This design comes from an exercise in tuning for small area and a short achievable clock period on the open sky130 flow, not from production work. RTL that was checked went through simulation tests only; none was proved equivalent to the original. Power is estimated from default activity; no workload was simulated.

main:
==> flow/design.v <==
module bcd_fadd(
    input  [3:0] a,
    input  [3:0] b,
    output       g,
    output [3:0] l );
    wire k = a[0] & b[0];
    wire c1, c2;
    assign l[0] = a[0] ^ b[0];
    assign l[1] = a[1] ^ b[1] ^ k;
    assign c1   = (a[1] & b[1]) | (a[1] & k) | (b[1] & k);
    assign l[2] = a[2] ^ b[2] ^ c1;
    assign c2   = (a[2] & b[2]) | (a[2] & c1) | (b[2] & c1);
    assign l[3] = a[3] ^ b[3] ^ c2;
    assign g    = (a[3] & b[3]) | (a[3] & c2) | (b[3] & c2);
endmodule
module bcd_finc(
    input  [3:0] l,
    input        g,
    input        c,
    output       cout,
    output [3:0] sum );
    wire [3:0] h = {g, l[3:1]};
    wire gen  = h[3] | (h[2] & (h[1] | h[0]));       
    wire prop = (h[2] & ~h[1] & ~h[0]) & l[0];        
    assign cout = gen | (c & prop);
    wire is4 = h[2] & ~h[1] & ~h[0];
    wire is9 = h[3] & h[0];
    wire is3 = ~h[2] & h[1] & h[0];
    wire is8 = h[3] & ~h[0];
    wire [2:0] m;    
    assign m[0] = h[0] ^ gen;
    assign m[1] = h[1] ^ (~h[0] & (h[3] | (h[2] & h[1])));
    assign m[2] = is4 | is9;
    assign sum[0] = l[0] ^ c;
    assign sum[1] = m[0] ^ (c & (l[0] & ~m[2]));
    assign sum[2] = m[1] ^ (c & (l[0] & m[0]));
    assign sum[3] = m[2] ^ (c & (l[0] & (m[2] | is3 | is8)));
endmodule
module bcd_adder100_core(
    input  [399:0] l,
    input  [99:0]  g,
    input          cin,
    output         cout,
    output [399:0] sum );
    wire [100:0] c;
    assign c[0] = cin;
    genvar i;
    generate
        for (i = 0; i < 100; i = i + 1) begin : digit
            bcd_finc u_inc(
                .l(l[4*i+3 : 4*i]),
                .g(g[i]),
                .c(c[i]),
                .cout(c[i+1]),
                .sum(sum[4*i+3 : 4*i]));
        end
    endgenerate
    assign cout = c[100];
endmodule
module bcd_adder100(
    input              clk,
    input      [399:0] a,
    input      [399:0] b,
    input              cin,
    output reg         cout,
    output reg [399:0] sum );
    wire [399:0] l_w;
    wire [99:0]  g_w;
    reg  [399:0] l_r;
    reg  [99:0]  g_r;
    reg          cin_r;
    wire         cout_w;
    wire [399:0] sum_w;
    genvar i;
    generate
        for (i = 0; i < 100; i = i + 1) begin : pre
            bcd_fadd u_pre(
                .a(a[4*i+3 : 4*i]),
                .b(b[4*i+3 : 4*i]),
                .g(g_w[i]),
                .l(l_w[4*i+3 : 4*i]));
        end
    endgenerate
    bcd_adder100_core u_core(
        .l(l_r), .g(g_r), .cin(cin_r), .cout(cout_w), .sum(sum_w));
    always @(posedge clk) begin
        l_r   <= l_w;
        g_r   <= g_w;
        cin_r <= cin;
        cout  <= cout_w;
        sum   <= sum_w;
    end
endmodule
clock: 180.0 ns
lec_check: 0
cap_margin: 20
core_area: 4 4 346 346
cts_buf_list: sky130_fd_sc_hd__clkbuf_4
die_area: 0 0 350 350
slew_margin: 20
standard.sh (not shown) runs the stock make flow with config.mk's settings and CLKGATE_MAP_FILE= SYNTH_SCRIPT=/design/flow/synth_recipe.tcl, a recipe that flattens the netlist after the stock synthesis.
==> flow/flow/run.sh <==
#!/bin/bash
# The standard layout (standard.sh), with two changes:
#  - synthesis maps with an area-oriented ABC script (flow/abc_area.script)
#    and skips the early "abc -fast" of Yosys's synth (-noabc), so the full
#    and half adders are extracted from the design as written;
#  - every port is buffered with the smallest buffer, buf_1.
# The rest of ORFS's scripts is used unchanged, from a copy in this folder.
set -euo pipefail
rm -rf scripts_local
cp -r "$FLOW_HOME/scripts" scripts_local
cp flow/abc_area.script scripts_local/abc_speed.script
export SCRIPTS_DIR="$PWD/scripts_local"
export SYNTH_ARGS="-noabc"
export BUFFER_PORTS_ARGS="-buffer_cell sky130_fd_sc_hd__buf_1"
bash standard.sh > standard.log 2>&1
==> flow/flow/abc_area.script <==
&get -n
&st
&dch
&nf -R 1000
&put
topo
stime -c
[inputs] the feature branch vs main
- removing CTS_BUF_LIST (formerly sky130_fd_sc_hd__clkbuf_4)
Re number of hold-slack violations in the final timing report: no difference whatsoever between main and the feature branch.
The feature branch vs. main: share of power burned in combinational logic went down by 1.5 points.
From main to the feature branch the numbers moved as follows: register-to-register slack down 40 ps; global-route track usage on met1 shows an increase of 0.16 points; number of antenna violations at the first check in global routing saw a decrease; cell area after layout went up 470 sq um; number of buffers added by the clock tree synthesis step fell by about 60%.
Looking at met3 wire length, the feature branch sits below main.
In the feature branch, the clock-buffer cell count came out 187 below the value in main.
The feature branch -> main: share of flip-flops with an asynchronous set or reset delta 0, exact match
main consumes less power than the feature branch.

## run 1
bcd_adder100, a different RTL version from the one above (not shown whole).
Size in the first run: ~4100 cells after synthesis, ~900 flip-flops, ~42000 um2 of cells after synthesis.
Settings: LEC_CHECK=0, CAP_MARGIN=20, CORE_MARGIN=2, CORE_UTILIZATION=40, SLEW_MARGIN=20; clock period 180.0 ns.
==> flow/flow/run.sh <==
#!/bin/bash
set -euo pipefail
export BUFFER_PORTS_ARGS="-buffer_cell sky130_fd_sc_hd__buf_1"
bash standard.sh > standard.log 2>&1
Run 1 never completed, since it errored out during I/O pin placement.
For run 2, these inputs were changed with respect to run 1:
- DIE_AREA now 0 0 350 350, previously not set
- CORE_AREA now 4 4 346 346, previously not set
- CORE_MARGIN no longer set, was 2
- CORE_UTILIZATION no longer set, was 40
Notes after the runs:
- The flow did not stop early for run 2: all stages ran, and the layout cleared the timing, DRC and antenna checks.
- Diff run 1 -> run 2 | die extent in x | increase of 21 um
- From run 2 to run 1, synthesized-area fraction occupied by adder cells did not move at all.
- Comparing run 1 against run 2, there is no change at all in post-synthesis instance total.
- Starting density of the core in run 2 is 3.9 points below run 1.
- The share of synthesized flip-flops with an asynchronous set or reset of run 2 and that of run 1 are within noise of each other.
- Run 2 against run 1: synthesis-stage register bit count closely matched the old numbers, sequential-to-total area share from yosys stat closely matched the old numbers, summed instance area of the synthesized netlist closely matched the old numbers, site row count increased by 5.0% relative to the old numbers.
- Run 1 has a lower vertical die dimension than run 2.
diff inputs: run 2 => run 3
- CORE_MARGIN: unset -> 2
- CORE_UTILIZATION: unset -> 40
- CORE_AREA: 4 4 346 346 -> unset
- DIE_AREA: 0 0 350 350 -> unset
==> flow/run.sh (new file) <==
#!/bin/bash
# synth_recipe.tcl (not shown) runs the flow's synth.tcl, then flattens the netlist and writes it again
# the make line also repeats each setting of config.mk as NAME=value (left out here)
make -C /OpenROAD-flow-scripts/flow DESIGN_CONFIG=/design/flow/config.mk WORK_HOME=/design/flow/orfs CLKGATE_MAP_FILE= SYNTH_SCRIPT=/design/flow/synth_recipe.tcl finish
removed: flow/flow/run.sh
removed: flow/standard.sh
--- outcome ---
Seen in the log of run 3: PPL-0024 during I/O pin placement, after which the run never completed.
In terms of number of instances in the synthesized netlist, run 2 and run 3 differ only marginally.
Comparing run 2 against run 3, there is no change at all in post-synthesis sequential element count.
In the metrics for run 3 and run 2, the one carrying the higher die width is run 2.
Re total standard cell area after synthesis: no difference whatsoever between run 2 and run 3.
Comparing run 2 against run 3, there is no change at all in async set-or-reset flop fraction in the synthesized netlist.
From run 3 to run 2, xor/xnor cell area share of the yosys netlist did not move at all.
Number of rows in the core area for run 3 is lower than for run 2.
Run 3 ends up with a initial core utilization that is 3.9 points higher than in run 2.
Die span in y: run 3 vs run 2 down about 6%
Run 3 -> run 2: post-synthesis share of cell area spent on and, or, nand and nor gates delta 0, exact match
Between run 2 and run 3, the fraction of the mapped netlist area in compound gates does not differ in any meaningful way.
Modified inputs, run 4 compared to run 3
- putting CORE_AREA at 4 4 346 346 where nothing was set
- clearing CORE_UTILIZATION, which used to be 40
- clearing CORE_MARGIN, which used to be 2
- putting DIE_AREA at 0 0 350 350 where nothing was set
### Flow results
Run 4 completed; timing, DRC and antenna clean
Between run 3 and run 4, vertical die dimension increased.
Run 3 has higher initial cell density of the core than run 4.
Synthesized cell count: run 3 vs run 4 — no meaningful difference
No run of this note included a check of the RTL's function; only the layout flow was run.

== run A ==
Another version of the RTL of bcd_adder100 (not shown whole).
Size: ~900 flip-flops, about 1,200 I/O pins, about 35,000 sq um of cells after synthesis.
==> flow/config.mk <==
export PLATFORM = sky130hd
export DESIGN_NAME = bcd_adder100
export DESIGN_NICKNAME = bcd_adder100
export VERILOG_FILES = /design/flow/design.v
export SDC_FILE = /design/flow/constraint.sdc
export NUM_CORES = 4
export LEC_CHECK = 0
export CAP_MARGIN = 20
export CORE_AREA = 4 4 346 346
export CTS_BUF_LIST = sky130_fd_sc_hd__clkbuf_16
export CTS_CLUSTER_DIAMETER = 80
export CTS_CLUSTER_SIZE = 28
export DIE_AREA = 0 0 350 350
export SLEW_MARGIN = 20
==> flow/constraint.sdc <==
create_clock -name core_clock -period 180.0 [get_ports {clk}]
set_input_delay 36.0000 -clock core_clock [delete_from_list [all_inputs] [get_ports {clk}]]
set_output_delay 36.0000 -clock core_clock [all_outputs]
set_load 0.01 [all_outputs]
==> flow/flow/run.sh <==
#!/bin/bash
# The standard layout (standard.sh), with two changes:
#  - synthesis maps with an area-oriented ABC script (flow/abc_area.script)
#    and skips the early "abc -fast" of Yosys's synth (-noabc), so the full
#    and half adders are extracted from the design as written;
#  - every port is buffered with the smallest buffer, buf_1.
# The rest of ORFS's scripts is used unchanged, from a copy in this folder.
set -euo pipefail
rm -rf scripts_local
cp -r "$FLOW_HOME/scripts" scripts_local
cp flow/abc_area.script scripts_local/abc_speed.script
export SCRIPTS_DIR="$PWD/scripts_local"
export SYNTH_ARGS="-noabc"
export BUFFER_PORTS_ARGS="-buffer_cell sky130_fd_sc_hd__buf_1"
bash standard.sh > standard.log 2>&1
Scripts as last shown in full above: flow/flow/abc_area.script
Every stage of the flow completed for run A, and the final layout passed the timing, DRC and antenna checks.
Input-level comparison between run B and run A:
Settings: CTS_CLUSTER_SIZE now 20, was 28.
==> notes.md <==
Run B ends up with lower multi-input logic portion of the cell area than run A does.
The run showing the greater share of cell area taken by flip-flops and latches is run A.
Run A has a lower power after layout than run B.
Looking at run B and run A, the wire length after detailed routing is a wash.
Compared with run A, run B shows a number of global-route vias before repair that is 0.47% higher.
Between run B and run A, the final period demand of the worst path is higher for run A.
Input-level comparison between run C and run B:
Settings: CTS_CLUSTER_SIZE changed from 20 to 28; DIE_AREA changed from 0 0 350 350 to 0 0 760 130; CORE_AREA changed from 4 4 346 346 to 4 4 756 126.
==> flow/flow/run.sh <==
#!/bin/bash
# The standard layout (standard.sh), with these changes:
#  - synthesis maps with an area-oriented ABC script (flow/abc_area.script)
#    and skips the early "abc -fast" of Yosys's synth (-noabc), so the full
#    and half adders are extracted from the design as written;
#  - every port is buffered with the smallest buffer, buf_1;
#  - the ports are placed digit by digit along the die (flow/io.tcl).
# The rest of ORFS's scripts is used unchanged, from a copy in this folder.
set -euo pipefail
rm -rf scripts_local
cp -r "$FLOW_HOME/scripts" scripts_local
cp flow/abc_area.script scripts_local/abc_speed.script
export SCRIPTS_DIR="$PWD/scripts_local"
export SYNTH_ARGS="-noabc"
export BUFFER_PORTS_ARGS="-buffer_cell sky130_fd_sc_hd__buf_1"
export IO_CONSTRAINTS="$PWD/flow/io.tcl"
bash standard.sh > standard.log 2>&1
==> flow/flow/io.tcl (new file) <==
# Pin placement: digit i of a, b and sum gets the edge slice of the die
# above and below x = [M + i*DW, M + (i+1)*DW): a and two sum bits on the
# top edge, b and the other two sum bits on the bottom edge, so each
# digit's logic sits in one column and its port wires stay short.
set M 10.0
set W [expr {[lindex [ord::get_die_area] 2] - [lindex [ord::get_die_area] 0]}]
set DW [expr {($W - 2 * $M) / 100.0}]
for {set i 0} {$i < 100} {incr i} {
  set x0 [expr {$M + $i * $DW}]
  set x1 [expr {$x0 + $DW}]
  set top {}
  set bot {}
  for {set j 0} {$j < 4} {incr j} {
    set k [expr {4 * $i + $j}]
    lappend top "a\[$k\]"
    lappend bot "b\[$k\]"
  }
  lappend top "sum\[[expr {4 * $i}]\]" "sum\[[expr {4 * $i + 1}]\]"
  lappend bot "sum\[[expr {4 * $i + 2}]\]" "sum\[[expr {4 * $i + 3}]\]"
  set_io_pin_constraint -pin_names $top -region top:[format %.2f $x0]-[format %.2f $x1]
  set_io_pin_constraint -pin_names $bot -region bottom:[format %.2f $x0]-[format %.2f $x1]
}
set_io_pin_constraint -pin_names {cin} -region left:*
set_io_pin_constraint -pin_names {cout} -region right:*
set_io_pin_constraint -pin_names {clk} -region bottom:[format %.2f [expr {$W / 2.0 - 3.0}]]-[format %.2f [expr {$W / 2.0 + 3.0}]]
[summary]
Summary of run C over run B: layout overhead on the synthesized area went down, number of synthesized register bits about even, met1 track utilization from global routing saw a decrease.
The following lists how run D was set up differently from run C:
-- flow/flow/io.tcl --
<<< run C, line 23
set_io_pin_constraint -pin_names {cin} -region left:*
set_io_pin_constraint -pin_names {cout} -region right:*
set_io_pin_constraint -pin_names {clk} -region bottom:[format %.2f [expr {$W / 2.0 - 3.0}]]-[format %.2f [expr {$W / 2.0 + 3.0}]]
>>> run D, line 23
set_io_pin_constraint -pin_names {cin} -region left:*
set_io_pin_constraint -pin_names {cout} -region right:*
set_io_pin_constraint -pin_names {clk} -region left:*
[summary]
- Run D: flow completed, timing, DRC and antenna clean
- Re worst hold slack: run D is 0.016 ns down on run C.
- Summary — post-place setup slack, run D relative to run C: lower, by 0.014 ns.
- Run D and run C ended up with nearly the same routed wire length.
- Run D leaves more setup margin than run C.

Starting RTL as in the previous note.
export LEC_CHECK = 0
export CAP_MARGIN = 20
export CORE_AREA = 4 4 756 126
export CTS_BUF_LIST = sky130_fd_sc_hd__clkbuf_16
export CTS_CLUSTER_DIAMETER = 80
export CTS_CLUSTER_SIZE = 28
export DIE_AREA = 0 0 760 130
export SLEW_MARGIN = 20
create_clock -name core_clock -period 180.0 [get_ports {clk}]
==> flow/flow/run.sh <==
#!/bin/bash
# The standard layout (standard.sh), with two changes:
#  - synthesis maps with an area-oriented ABC script (flow/abc_area.script)
#    and skips the early "abc -fast" of Yosys's synth (-noabc), so the full
#    and half adders are extracted from the design as written;
#  - every port is buffered with the smallest buffer, buf_1;
#  - the ports are placed digit by digit along the die (flow/io.tcl).
# The rest of ORFS's scripts is used unchanged, from a copy in this folder.
set -euo pipefail
rm -rf scripts_local
cp -r "$FLOW_HOME/scripts" scripts_local
cp flow/abc_area.script scripts_local/abc_speed.script
export SCRIPTS_DIR="$PWD/scripts_local"
export SYNTH_ARGS="-noabc"
export BUFFER_PORTS_ARGS="-buffer_cell sky130_fd_sc_hd__buf_1"
export IO_CONSTRAINTS="$PWD/flow/io.tcl"
bash standard.sh > standard.log 2>&1
==> flow/flow/io.tcl <==
# Pin placement: digit i of a, b and sum gets the edge slice of the die
# above and below x = [M + i*DW, M + (i+1)*DW): a and two sum bits on the
# top edge, b and the other two sum bits on the bottom edge, so each
# digit's logic sits in one column and its port wires stay short.
set M 10.0
set W [expr {[lindex [ord::get_die_area] 2] - [lindex [ord::get_die_area] 0]}]
set DW [expr {($W - 2 * $M) / 100.0}]
for {set i 0} {$i < 100} {incr i} {
  set x0 [expr {$M + $i * $DW}]
  set x1 [expr {$x0 + $DW}]
  set top {}
  set bot {}
  for {set j 0} {$j < 4} {incr j} {
    set k [expr {4 * $i + $j}]
    lappend top "a\[$k\]"
    lappend bot "b\[$k\]"
  }
  lappend top "sum\[[expr {4 * $i}]\]" "sum\[[expr {4 * $i + 1}]\]"
  lappend bot "sum\[[expr {4 * $i + 2}]\]" "sum\[[expr {4 * $i + 3}]\]"
  set_io_pin_constraint -pin_names $top -region top:[format %.2f $x0]-[format %.2f $x1]
  set_io_pin_constraint -pin_names $bot -region bottom:[format %.2f $x0]-[format %.2f $x1]
}
set_io_pin_constraint -pin_names {cin} -region left:*
set_io_pin_constraint -pin_names {cout} -region right:*
set xm [expr {$W / 2.0}]
set_io_pin_constraint -pin_names {clk} -region left:*
Scripts as last shown in full above: flow/flow/abc_area.script
Edit:
--- a/flow/flow/run.sh
+++ b/flow/flow/run.sh
@@ -4,6 +4,5 @@
 #    and skips the early "abc -fast" of Yosys's synth (-noabc), so the full
 #    and half adders are extracted from the design as written;
-#  - every port is buffered with the smallest buffer, buf_1;
-#  - the ports are placed digit by digit along the die (flow/io.tcl).
+#  - every port is buffered with the smallest buffer, buf_1.
 # The rest of ORFS's scripts is used unchanged, from a copy in this folder.
 set -euo pipefail
@@ -14,4 +13,3 @@
 export SYNTH_ARGS="-noabc"
 export BUFFER_PORTS_ARGS="-buffer_cell sky130_fd_sc_hd__buf_1"
-export IO_CONSTRAINTS="$PWD/flow/io.tcl"
 bash standard.sh > standard.log 2>&1
Settings changed: CORE_AREA 4 4 756 126 to 4 4 616 156, DIE_AREA 0 0 760 130 to 0 0 620 160.
removed: flow/flow/io.tcl
=>
- cell area barely changes
- routed wire length goes down by a few percent
- global-route usage goes down by 0.77 points
- count of clock-buffer cells in the layout goes up by 2
- worst hold slack gets better by 9.0 ps
- sequential power barely changes
- via count goes up slightly

==> what the ideal ports hide <==
How much do the figures lean on ideal ports? The routed layouts below were timed once more, with nothing changed but the port constraints. Step 1: set_driving_cell puts a clkbuf_16 on clk and a buf_2 on each other input, an assumption about the parent block. Step 2 moves the port delays by t, midway between the first and last clock arrival at a register: inputs arrive t later, outputs are due t later. That takes back most of the time a late clock gives input paths. Three values: ideal ports, drivers, drivers and shift; two values: the first two.
| run | t, ns | setup slack, ns | clock arrival spread, ns | cell pins on the clock port's net |
|---|---|---|---|---|
| main | 1.171 | 141.991 / 141.918 / 142.202 | 0.085 / 0.085 | 1 |
| the feature branch | 0.718 | 142.421 / 142.346 / 142.180 | 0.024 / 0.023 | 1 |
| run 2 | 0.724 | 136.793 / 136.793 / 136.793 | 0.030 / 0.031 | 1 |
| run 4 | 0.738 | 136.866 / 136.866 / 136.866 | 0.029 / 0.029 | 1 |
| run A | 0.682 | 142.334 / 142.261 / 142.264 | 0.047 / 0.047 | 1 |
| run B | 0.698 | 142.367 / 142.290 / 142.242 | 0.030 / 0.030 | 1 |
| run C | 0.655 | 142.780 / 142.746 / 142.282 | 0.033 / 0.033 | 1 |
| run D | 0.722 | 142.788 / 142.697 / 142.249 | 0.034 / 0.035 | 1 |
| the first run of note 4 | 0.722 | 142.788 / 142.697 / 142.249 | 0.034 / 0.035 | 1 |
| the second run of note 4 | 0.665 | 142.476 / 142.407 / 142.225 | 0.052 / 0.051 | 1 |
After both steps setup and hold are still met in every run listed.
